This design comes from an exercise in tuning for a short achievable clock period and few clock cycles on the open sky130 flow, not from production work.
In this exercise RTL edits were held to simulation tests only and were not proved equivalent to the original.

==> inputs of 07-12 <==
==> flow/design.v <==
module core #(                              
	parameter ADDR_W = 32,
	parameter INST_W = 32,
	parameter DATA_W = 32
)(
	input                   i_clk,
	input                   i_rst_n,
	output [ ADDR_W-1 : 0 ] o_i_addr,
	input  [ INST_W-1 : 0 ] i_i_inst,
	output                  o_d_wen,
	output [ ADDR_W-1 : 0 ] o_d_addr,
	output [ DATA_W-1 : 0 ] o_d_wdata,
	input  [ DATA_W-1 : 0 ] i_d_rdata,
	output [        1 : 0 ] o_status,
	output                  o_status_valid
);
localparam OP_LW   = 6'd1;
localparam OP_SW   = 6'd2;
localparam OP_ADD  = 6'd3;
localparam OP_SUB  = 6'd4;
localparam OP_ADDI = 6'd5;
localparam OP_OR   = 6'd6;
localparam OP_XOR  = 6'd7;
localparam OP_BEQ  = 6'd8;
localparam OP_BNE  = 6'd9;
localparam OP_EOF  = 6'd10;
reg [31:0] rf [0:31];
reg [31:0] pc;            
reg [31:0] pc4;           
reg        halted;        
reg        x_valid;
reg        x_lw, x_sw, x_add, x_sub, x_addi, x_or, x_xor, x_br, x_eof;
reg        x_we;
reg [4:0]  x_wa;
reg        x_ald, x_asum, x_algc, x_aw2, x_areg;
reg        x_bld, x_bsum, x_blgc, x_bw2, x_breg;    
reg        x_cld, x_csum, x_clgc, x_cw2, x_creg, x_cimm;
reg [14:0] x_imm;
reg        x_chk;         
reg [31:0] x_a, x_b;
reg [31:0] x_alt;         
reg [31:0] x_alt4;        
reg        w_we;
reg        w_lw;
reg [4:0]  w_wa;
reg [31:0] w_sum;         
reg [31:0] w_lgc;         
reg        w_islgc;       
reg [31:0] w2_val;        
reg        st_valid;
reg [1:0]  st_code;
reg        dm_wen;
reg [31:0] dm_addr;
reg [31:0] dm_wdata;
integer i;
assign o_i_addr       = pc;
assign o_status       = st_code;
assign o_status_valid = st_valid;
assign o_d_wen        = dm_wen;
assign o_d_addr       = dm_addr;
assign o_d_wdata      = dm_wdata;
wire [31:0] w_res = w_islgc ? w_lgc : w_sum;
wire [31:0] w_val = w_lw ? i_d_rdata : w_res;
wire [31:0] a = ({32{x_ald}} & i_d_rdata) | ({32{x_asum}} & w_sum) | ({32{x_algc}} & w_lgc)
              | ({32{x_aw2}} & w2_val)    | ({32{x_areg}} & x_a);
wire [31:0] b = ({32{x_bld}} & i_d_rdata) | ({32{x_bsum}} & w_sum) | ({32{x_blgc}} & w_lgc)
              | ({32{x_bw2}} & w2_val)    | ({32{x_breg}} & x_b);
wire [31:0] c = ({32{x_cld}} & i_d_rdata) | ({32{x_csum}} & w_sum) | ({32{x_clgc}} & w_lgc)
              | ({32{x_cw2}} & w2_val)    | ({32{x_creg}} & x_b)
              | ({32{x_cimm}} & {17'd0, x_imm});
wire [31:0] s_add, s_sub;
wire        c_add, c_sub;
ks_add u_add  (.a(a), .b(c),    .ci(1'b0), .s(s_add),  .co(c_add));
ks_add u_sub  (.a(a), .b(~b),   .ci(1'b1), .s(s_sub),  .co(c_sub));
wire mispred  = x_valid & x_chk & (a == b);
wire x_stop   = x_valid & x_eof;
wire [31:0] sum = x_sub ? s_sub : s_add;
wire [31:0] lgc = x_or ? (a | b) : (a ^ b);
reg [1:0] code;
always @(*) begin
	if (x_eof)                     code = 2'd3;
	else if (x_add)                code = c_add ? 2'd2 : 2'd0;
	else if (x_sub)                code = c_sub ? 2'd0 : 2'd2;
	else if (x_addi)               code = c_add ? 2'd2 : 2'd1;
	else if (x_lw | x_sw | x_br)   code = 2'd1;
	else                           code = 2'd0;
end
always @(posedge i_clk or negedge i_rst_n) begin
	if (!i_rst_n) begin
		halted   <= 1'b0;
		w_we     <= 1'b0;
		w_lw     <= 1'b0;
		w_wa     <= 5'd0;
		w_sum    <= 32'd0;
		w_lgc    <= 32'd0;
		w_islgc  <= 1'b0;
		w2_val   <= 32'd0;
		st_valid <= 1'b0;
		st_code  <= 2'd0;
		dm_wen   <= 1'b0;
		dm_addr  <= 32'd0;
		dm_wdata <= 32'd0;
	end else begin
		if (x_stop) halted <= 1'b1;
		st_valid <= x_valid;
		st_code  <= code;
		w_we     <= x_valid & x_we;
		w_lw     <= x_lw;
		w_wa     <= x_wa;
		w_sum    <= sum;
		w_lgc    <= lgc;
		w_islgc  <= x_or | x_xor;
		w2_val   <= w_val;
		dm_wen   <= x_valid & x_sw;
		dm_addr  <= s_add;
		dm_wdata <= b;
	end
end
wire [5:0]  op  = i_i_inst[31:26];
wire [4:0]  rs  = i_i_inst[25:21];
wire [4:0]  rt  = i_i_inst[20:16];
wire [4:0]  rd  = i_i_inst[15:11];
wire [14:0] imm = i_i_inst[14:0];
wire is_lw   = (op == OP_LW);
wire is_sw   = (op == OP_SW);
wire is_add  = (op == OP_ADD);
wire is_sub  = (op == OP_SUB);
wire is_addi = (op == OP_ADDI);
wire is_or   = (op == OP_OR);
wire is_xor  = (op == OP_XOR);
wire is_beq  = (op == OP_BEQ);
wire is_bne  = (op == OP_BNE);
wire is_eof  = (op == OP_EOF);
wire same  = (rs == rt);
wire pred  = (is_beq & same) | (is_bne & ~same);    
wire [31:0] pc8 = pc4 + 32'd4;
wire [31:0] tgt, tgt4;
ks_add u_tgt  (.a(pc4), .b({17'd0, imm}), .ci(1'b0), .s(tgt),  .co());
ks_add u_tgt4 (.a(pc8), .b({17'd0, imm}), .ci(1'b0), .s(tgt4), .co());
wire f_valid = ~halted & ~mispred & ~x_stop;
wire chk   = (is_beq | is_bne) & ~same & (|imm);
wire fwd_a = x_valid & x_we & (x_wa == rs);
wire fwd_b = x_valid & x_we & (x_wa == rt);
wire x_lgc = x_or | x_xor;
wire use_imm = is_addi | is_lw | is_sw;
wire fw2_a = w_we & (w_wa == rs);
wire fw2_b = w_we & (w_wa == rt);
wire [31:0] a_rd = rf[rs];
wire [31:0] b_rd = rf[rt];
always @(posedge i_clk or negedge i_rst_n) begin
	if (!i_rst_n) begin
		pc      <= 32'd0;
		pc4     <= 32'd4;
		x_alt4  <= 32'd0;
		x_valid <= 1'b0;
		x_lw <= 1'b0; x_sw <= 1'b0; x_add <= 1'b0; x_sub <= 1'b0; x_addi <= 1'b0;
		x_or <= 1'b0; x_xor <= 1'b0; x_br <= 1'b0; x_eof <= 1'b0;
		x_we    <= 1'b0;
		x_wa    <= 5'd0;
		x_ald   <= 1'b0; x_asum <= 1'b0; x_algc <= 1'b0; x_aw2 <= 1'b0; x_areg <= 1'b0;
		x_bld   <= 1'b0; x_bsum <= 1'b0; x_blgc <= 1'b0; x_bw2 <= 1'b0; x_breg <= 1'b0;
		x_cld   <= 1'b0; x_csum <= 1'b0; x_clgc <= 1'b0; x_cw2 <= 1'b0; x_creg <= 1'b0;
		x_cimm  <= 1'b0;
		x_imm   <= 15'd0;
		x_chk   <= 1'b0;
		x_a     <= 32'd0;
		x_b     <= 32'd0;
		x_alt   <= 32'd0;
	end else begin
		x_valid <= f_valid;
		if (mispred) begin
			pc  <= x_alt;
			pc4 <= x_alt4;
		end else if (f_valid) begin
			pc  <= pred ? tgt  : pc4;
			pc4 <= pred ? tgt4 : pc8;
		end
		x_lw    <= is_lw;
		x_sw    <= is_sw;
		x_add   <= is_add;
		x_sub   <= is_sub;
		x_addi  <= is_addi;
		x_or    <= is_or;
		x_xor   <= is_xor;
		x_br    <= is_beq | is_bne;
		x_eof   <= is_eof;
		x_we    <= is_lw | is_add | is_sub | is_addi | is_or | is_xor;
		x_wa    <= (is_lw | is_addi) ? rt : rd;
		x_ald   <=  fwd_a &  x_lw;
		x_asum  <=  fwd_a & ~x_lw & ~x_lgc;
		x_algc  <=  fwd_a &  x_lgc;
		x_aw2   <= ~fwd_a &  fw2_a;
		x_areg  <= ~fwd_a & ~fw2_a;
		x_bld   <=  fwd_b &  x_lw;
		x_bsum  <=  fwd_b & ~x_lw & ~x_lgc;
		x_blgc  <=  fwd_b &  x_lgc;
		x_bw2   <= ~fwd_b &  fw2_b;
		x_breg  <= ~fwd_b & ~fw2_b;
		x_cld   <= ~use_imm &  fwd_b &  x_lw;
		x_csum  <= ~use_imm &  fwd_b & ~x_lw & ~x_lgc;
		x_clgc  <= ~use_imm &  fwd_b &  x_lgc;
		x_cw2   <= ~use_imm & ~fwd_b &  fw2_b;
		x_creg  <= ~use_imm & ~fwd_b & ~fw2_b;
		x_cimm  <=  use_imm;
		x_imm   <= imm;
		x_chk   <= chk;
		x_a     <= a_rd;
		x_b     <= b_rd;
		x_alt   <= pred ? pc4 : tgt;
		x_alt4  <= pred ? pc8 : tgt4;
	end
end
always @(posedge i_clk or negedge i_rst_n) begin
	if (!i_rst_n) begin
		for (i = 0; i < 32; i = i + 1) rf[i] <= 32'd0;
	end else if (w_we) begin
		rf[w_wa] <= w_val;
	end
end
endmodule
module ks_add (
	input  [31:0] a,
	input  [31:0] b,
	input         ci,
	output [31:0] s,
	output        co
);
	reg [31:0] g, p, gn, pn;
	reg [31:0] p0;
	reg [32:0] c;
	integer k, d;
	always @(*) begin
		p0 = a ^ b;
		g  = a & b;
		p  = p0;
		g[0] = g[0] | (p[0] & ci);
		for (d = 1; d < 32; d = d * 2) begin
			gn = g; pn = p;
			for (k = d; k < 32; k = k + 1) begin
				gn[k] = g[k] | (p[k] & g[k-d]);
				pn[k] = p[k] & p[k-d];
			end
			g = gn; p = pn;
		end
		c[0] = ci;
		for (k = 1; k <= 32; k = k + 1) c[k] = g[k-1];
	end
	assign s  = p0 ^ c[31:0];
	assign co = c[32];
endmodule
==> flow/flow/run.sh <==
#!/bin/bash
# Standard layout (standard.sh) with two changes to how it is made:
#  - synthesis script flow/synth.tcl (the standard flow's synthesis; combinational logic
#    mapped for delay, no adder-cell extraction; registers untouched),
#  - port buffers are buf_8 rather than the smallest buffer.
# All tool output goes to flow_make.log in the work folder (ORFS's per-step
# logs are under orfs/logs/).
set -euo pipefail
W=$(pwd)
bash "$W/standard.sh" SYNTH_SCRIPT="$W/flow/synth.tcl" \
  "BUFFER_PORTS_ARGS=-buffer_cell sky130_fd_sc_hd__buf_8" \
  finish > "$W/flow_make.log" 2>&1
==> flow/flow/fast.abc <==
strash
dch
map {D}
buffer
upsize {D}
dnsize {D}
==> flow/flow/synth.tcl <==
# The standard synthesis (synth_recipe.tcl), with two changes to the
# combinational mapping only: no full/half-adder cell extraction, and an ABC
# script that maps for delay (fast.abc). Registers are untouched.
set flowdir [file dirname [file normalize [info script]]]
unset -nocomplain ::env(ADDER_MAP_FILE)
proc abc {args} {
  global flowdir
  set i [lsearch -exact $args -script]
  lset args [expr {$i + 1}] $flowdir/fast.abc
  yosys abc {*}$args
}
source $flowdir/../synth_recipe.tcl
==> flow/standard.sh <==
#!/bin/bash
# synth_recipe.tcl (not shown) runs the flow's synth.tcl, then flattens the netlist and writes it again
# the make line also repeats each setting of config.mk as NAME=value (left out here)
make -C /OpenROAD-flow-scripts/flow DESIGN_CONFIG=/design/flow/config.mk WORK_HOME=/design/flow/orfs CLKGATE_MAP_FILE= SYNTH_SCRIPT=/design/flow/synth_recipe.tcl "${@:-finish}"
==> flow/config.mk <==
export PLATFORM = sky130hd
export DESIGN_NAME = core
export DESIGN_NICKNAME = core
export VERILOG_FILES = /design/flow/design.v
export SDC_FILE = /design/flow/constraint.sdc
export NUM_CORES = 4
export LEC_CHECK = 0
export ABC_CLOCK_PERIOD_IN_PS = 2000
export CAP_MARGIN = 20
export CORE_MARGIN = 2
export CORE_UTILIZATION = 40
export SETUP_SLACK_MARGIN = 4
export SLEW_MARGIN = 20
==> flow/constraint.sdc <==
create_clock -name core_clock -period 6.8 [get_ports {i_clk}]
set_input_delay 1.3600 -clock core_clock [delete_from_list [all_inputs] [get_ports {i_clk}]]
set_output_delay 1.3600 -clock core_clock [all_outputs]
set_load 0.01 [all_outputs]
==> 04-25 (differences from 07-12) <==
==> flow/design.v, changed modules only <==
module core #(                              
	parameter ADDR_W = 32,
	parameter INST_W = 32,
	parameter DATA_W = 32
)(
	input                   i_clk,
	input                   i_rst_n,
	output [ ADDR_W-1 : 0 ] o_i_addr,
	input  [ INST_W-1 : 0 ] i_i_inst,
	output                  o_d_wen,
	output [ ADDR_W-1 : 0 ] o_d_addr,
	output [ DATA_W-1 : 0 ] o_d_wdata,
	input  [ DATA_W-1 : 0 ] i_d_rdata,
	output [        1 : 0 ] o_status,
	output                  o_status_valid
);
localparam OP_LW   = 6'd1;
localparam OP_SW   = 6'd2;
localparam OP_ADD  = 6'd3;
localparam OP_SUB  = 6'd4;
localparam OP_ADDI = 6'd5;
localparam OP_OR   = 6'd6;
localparam OP_XOR  = 6'd7;
localparam OP_BEQ  = 6'd8;
localparam OP_BNE  = 6'd9;
localparam OP_EOF  = 6'd10;
reg [31:0] rf [0:31];
reg [31:0] pc;            
reg [31:0] pc4;           
reg        halted;        
reg        x_valid;
reg        x_lw, x_sw, x_add, x_sub, x_addi, x_or, x_xor, x_br, x_eof;
reg        x_we;
reg [4:0]  x_wa;
reg        x_ald, x_asum, x_algc, x_areg;
reg        x_bld, x_bsum, x_blgc, x_breg;    
reg        x_cld, x_csum, x_clgc, x_creg, x_cimm;
reg [14:0] x_imm;
reg        x_chk;         
reg [31:0] x_a, x_b;
reg [31:0] x_alt;         
reg [31:0] x_alt4;        
reg        w_we;
reg        w_lw;
reg [4:0]  w_wa;
reg [31:0] w_sum;         
reg [31:0] w_lgc;         
reg        w_islgc;       
reg        st_valid;
reg [1:0]  st_code;
reg        dm_wen;
reg [31:0] dm_addr;
reg [31:0] dm_wdata;
integer i;
assign o_i_addr       = pc;
assign o_status       = st_code;
assign o_status_valid = st_valid;
assign o_d_wen        = dm_wen;
assign o_d_addr       = dm_addr;
assign o_d_wdata      = dm_wdata;
wire [31:0] w_res = w_islgc ? w_lgc : w_sum;
wire [31:0] w_val = w_lw ? i_d_rdata : w_res;
wire [31:0] a = ({32{x_ald}} & i_d_rdata) | ({32{x_asum}} & w_sum) | ({32{x_algc}} & w_lgc)
              | ({32{x_areg}} & x_a);
wire [31:0] b = ({32{x_bld}} & i_d_rdata) | ({32{x_bsum}} & w_sum) | ({32{x_blgc}} & w_lgc)
              | ({32{x_breg}} & x_b);
wire [31:0] c = ({32{x_cld}} & i_d_rdata) | ({32{x_csum}} & w_sum) | ({32{x_clgc}} & w_lgc)
              | ({32{x_creg}} & x_b)
              | ({32{x_cimm}} & {17'd0, x_imm});
wire [31:0] s_add, s_sub;
wire        c_add, c_sub;
ks_add u_add  (.a(a), .b(c),    .ci(1'b0), .s(s_add),  .co(c_add));
ks_add u_sub  (.a(a), .b(~b),   .ci(1'b1), .s(s_sub),  .co(c_sub));
wire mispred  = x_valid & x_chk & (a == b);
wire x_stop   = x_valid & x_eof;
wire [31:0] sum = x_sub ? s_sub : s_add;
wire [31:0] lgc = x_or ? (a | b) : (a ^ b);
reg [1:0] code;
always @(*) begin
	if (x_eof)                     code = 2'd3;
	else if (x_add)                code = c_add ? 2'd2 : 2'd0;
	else if (x_sub)                code = c_sub ? 2'd0 : 2'd2;
	else if (x_addi)               code = c_add ? 2'd2 : 2'd1;
	else if (x_lw | x_sw | x_br)   code = 2'd1;
	else                           code = 2'd0;
end
always @(posedge i_clk or negedge i_rst_n) begin
	if (!i_rst_n) begin
		halted   <= 1'b0;
		w_we     <= 1'b0;
		w_lw     <= 1'b0;
		w_wa     <= 5'd0;
		w_sum    <= 32'd0;
		w_lgc    <= 32'd0;
		w_islgc  <= 1'b0;
		st_valid <= 1'b0;
		st_code  <= 2'd0;
		dm_wen   <= 1'b0;
		dm_addr  <= 32'd0;
		dm_wdata <= 32'd0;
	end else begin
		if (x_stop) halted <= 1'b1;
		st_valid <= x_valid;
		st_code  <= code;
		w_we     <= x_valid & x_we;
		w_lw     <= x_lw;
		w_wa     <= x_wa;
		w_sum    <= sum;
		w_lgc    <= lgc;
		w_islgc  <= x_or | x_xor;
		dm_wen   <= x_valid & x_sw;
		dm_addr  <= s_add;
		dm_wdata <= b;
	end
end
wire [5:0]  op  = i_i_inst[31:26];
wire [4:0]  rs  = i_i_inst[25:21];
wire [4:0]  rt  = i_i_inst[20:16];
wire [4:0]  rd  = i_i_inst[15:11];
wire [14:0] imm = i_i_inst[14:0];
wire is_lw   = (op == OP_LW);
wire is_sw   = (op == OP_SW);
wire is_add  = (op == OP_ADD);
wire is_sub  = (op == OP_SUB);
wire is_addi = (op == OP_ADDI);
wire is_or   = (op == OP_OR);
wire is_xor  = (op == OP_XOR);
wire is_beq  = (op == OP_BEQ);
wire is_bne  = (op == OP_BNE);
wire is_eof  = (op == OP_EOF);
wire same  = (rs == rt);
wire pred  = (is_beq & same) | (is_bne & ~same);    
wire [31:0] pc8 = pc4 + 32'd4;
wire [31:0] tgt, tgt4;
ks_add u_tgt  (.a(pc4), .b({17'd0, imm}), .ci(1'b0), .s(tgt),  .co());
ks_add u_tgt4 (.a(pc8), .b({17'd0, imm}), .ci(1'b0), .s(tgt4), .co());
wire f_valid = ~halted & ~mispred & ~x_stop;
wire chk   = (is_beq | is_bne) & ~same & (|imm);
wire fwd_a = x_valid & x_we & (x_wa == rs);
wire fwd_b = x_valid & x_we & (x_wa == rt);
wire x_lgc = x_or | x_xor;
wire use_imm = is_addi | is_lw | is_sw;
wire fw2_a = w_we & (w_wa == rs);
wire fw2_b = w_we & (w_wa == rt);
wire [31:0] a_rd = fw2_a ? w_val : rf[rs];
wire [31:0] b_rd = fw2_b ? w_val : rf[rt];
always @(posedge i_clk or negedge i_rst_n) begin
	if (!i_rst_n) begin
		pc      <= 32'd0;
		pc4     <= 32'd4;
		x_alt4  <= 32'd0;
		x_valid <= 1'b0;
		x_lw <= 1'b0; x_sw <= 1'b0; x_add <= 1'b0; x_sub <= 1'b0; x_addi <= 1'b0;
		x_or <= 1'b0; x_xor <= 1'b0; x_br <= 1'b0; x_eof <= 1'b0;
		x_we    <= 1'b0;
		x_wa    <= 5'd0;
		x_ald   <= 1'b0; x_asum <= 1'b0; x_algc <= 1'b0; x_areg <= 1'b0;
		x_bld   <= 1'b0; x_bsum <= 1'b0; x_blgc <= 1'b0; x_breg <= 1'b0;
		x_cld   <= 1'b0; x_csum <= 1'b0; x_clgc <= 1'b0; x_creg <= 1'b0;
		x_cimm  <= 1'b0;
		x_imm   <= 15'd0;
		x_chk   <= 1'b0;
		x_a     <= 32'd0;
		x_b     <= 32'd0;
		x_alt   <= 32'd0;
	end else begin
		x_valid <= f_valid;
		if (mispred) begin
			pc  <= x_alt;
			pc4 <= x_alt4;
		end else if (f_valid) begin
			pc  <= pred ? tgt  : pc4;
			pc4 <= pred ? tgt4 : pc8;
		end
		x_lw    <= is_lw;
		x_sw    <= is_sw;
		x_add   <= is_add;
		x_sub   <= is_sub;
		x_addi  <= is_addi;
		x_or    <= is_or;
		x_xor   <= is_xor;
		x_br    <= is_beq | is_bne;
		x_eof   <= is_eof;
		x_we    <= is_lw | is_add | is_sub | is_addi | is_or | is_xor;
		x_wa    <= (is_lw | is_addi) ? rt : rd;
		x_ald   <=  fwd_a &  x_lw;
		x_asum  <=  fwd_a & ~x_lw & ~x_lgc;
		x_algc  <=  fwd_a &  x_lgc;
		x_areg  <= ~fwd_a;
		x_bld   <=  fwd_b &  x_lw;
		x_bsum  <=  fwd_b & ~x_lw & ~x_lgc;
		x_blgc  <=  fwd_b &  x_lgc;
		x_breg  <= ~fwd_b;
		x_cld   <= ~use_imm &  fwd_b &  x_lw;
		x_csum  <= ~use_imm &  fwd_b & ~x_lw & ~x_lgc;
		x_clgc  <= ~use_imm &  fwd_b &  x_lgc;
		x_creg  <= ~use_imm & ~fwd_b;
		x_cimm  <=  use_imm;
		x_imm   <= imm;
		x_chk   <= chk;
		x_a     <= a_rd;
		x_b     <= b_rd;
		x_alt   <= pred ? pc4 : tgt;
		x_alt4  <= pred ? pc8 : tgt4;
	end
end
always @(posedge i_clk or negedge i_rst_n) begin
	if (!i_rst_n) begin
		for (i = 0; i < 32; i = i + 1) rf[i] <= 32'd0;
	end else if (w_we) begin
		rf[w_wa] <= w_val;
	end
end
endmodule
==> flow/flow/fast.abc (replaced) <==
strash
&get -n
&dch
&put
map {D}
buffer
upsize {D}
dnsize {D}
==> impl_results.md <==
- Ys Warns: 3
- Failing step: 1_2_yosys
- Err: ERROR: ABC script did not complete successfully
- Status: did not finish
# the run above: 04-25

==> impl_results.md <==
- Status: timing/DRC/antenna clean
- Rows: 158
- Inverter count: 464
- Most flops, register: rf
- Ys Warns: 3
# the run above: 07-12

Testbench counts of 07-12, summed over its fixed seeds: cycles 20,832.
Testbench counts of 04-25, summed over its fixed seeds: cycles 20,832.

[what the ideal ports hide]
How much do the figures lean on ideal ports? The routed layout below was timed once more, with nothing changed but the port constraints. Step 1 sets driving cells, clkbuf_16 on the clock port and buf_2 on the other inputs (assumed; they add their load-dependent delay and slew). Step 2 times the ports against the registers' clock, not the clock port: input delays grow and output delays shrink by t, the midpoint of the rising clock arrivals with the driver on. a / b / c = no drivers / after step 1 / after step 2; a / b = the first two.
run: 07-12
t (ns): 0.914
slack for setup (ns): 3.678 / 3.678 / 2.840
worst setup path at the end: input to register
After both steps setup and hold are still met in 07-12. The setup slack of 07-12 moves by 0.000 ns with the drivers and by -0.838 ns with both steps.
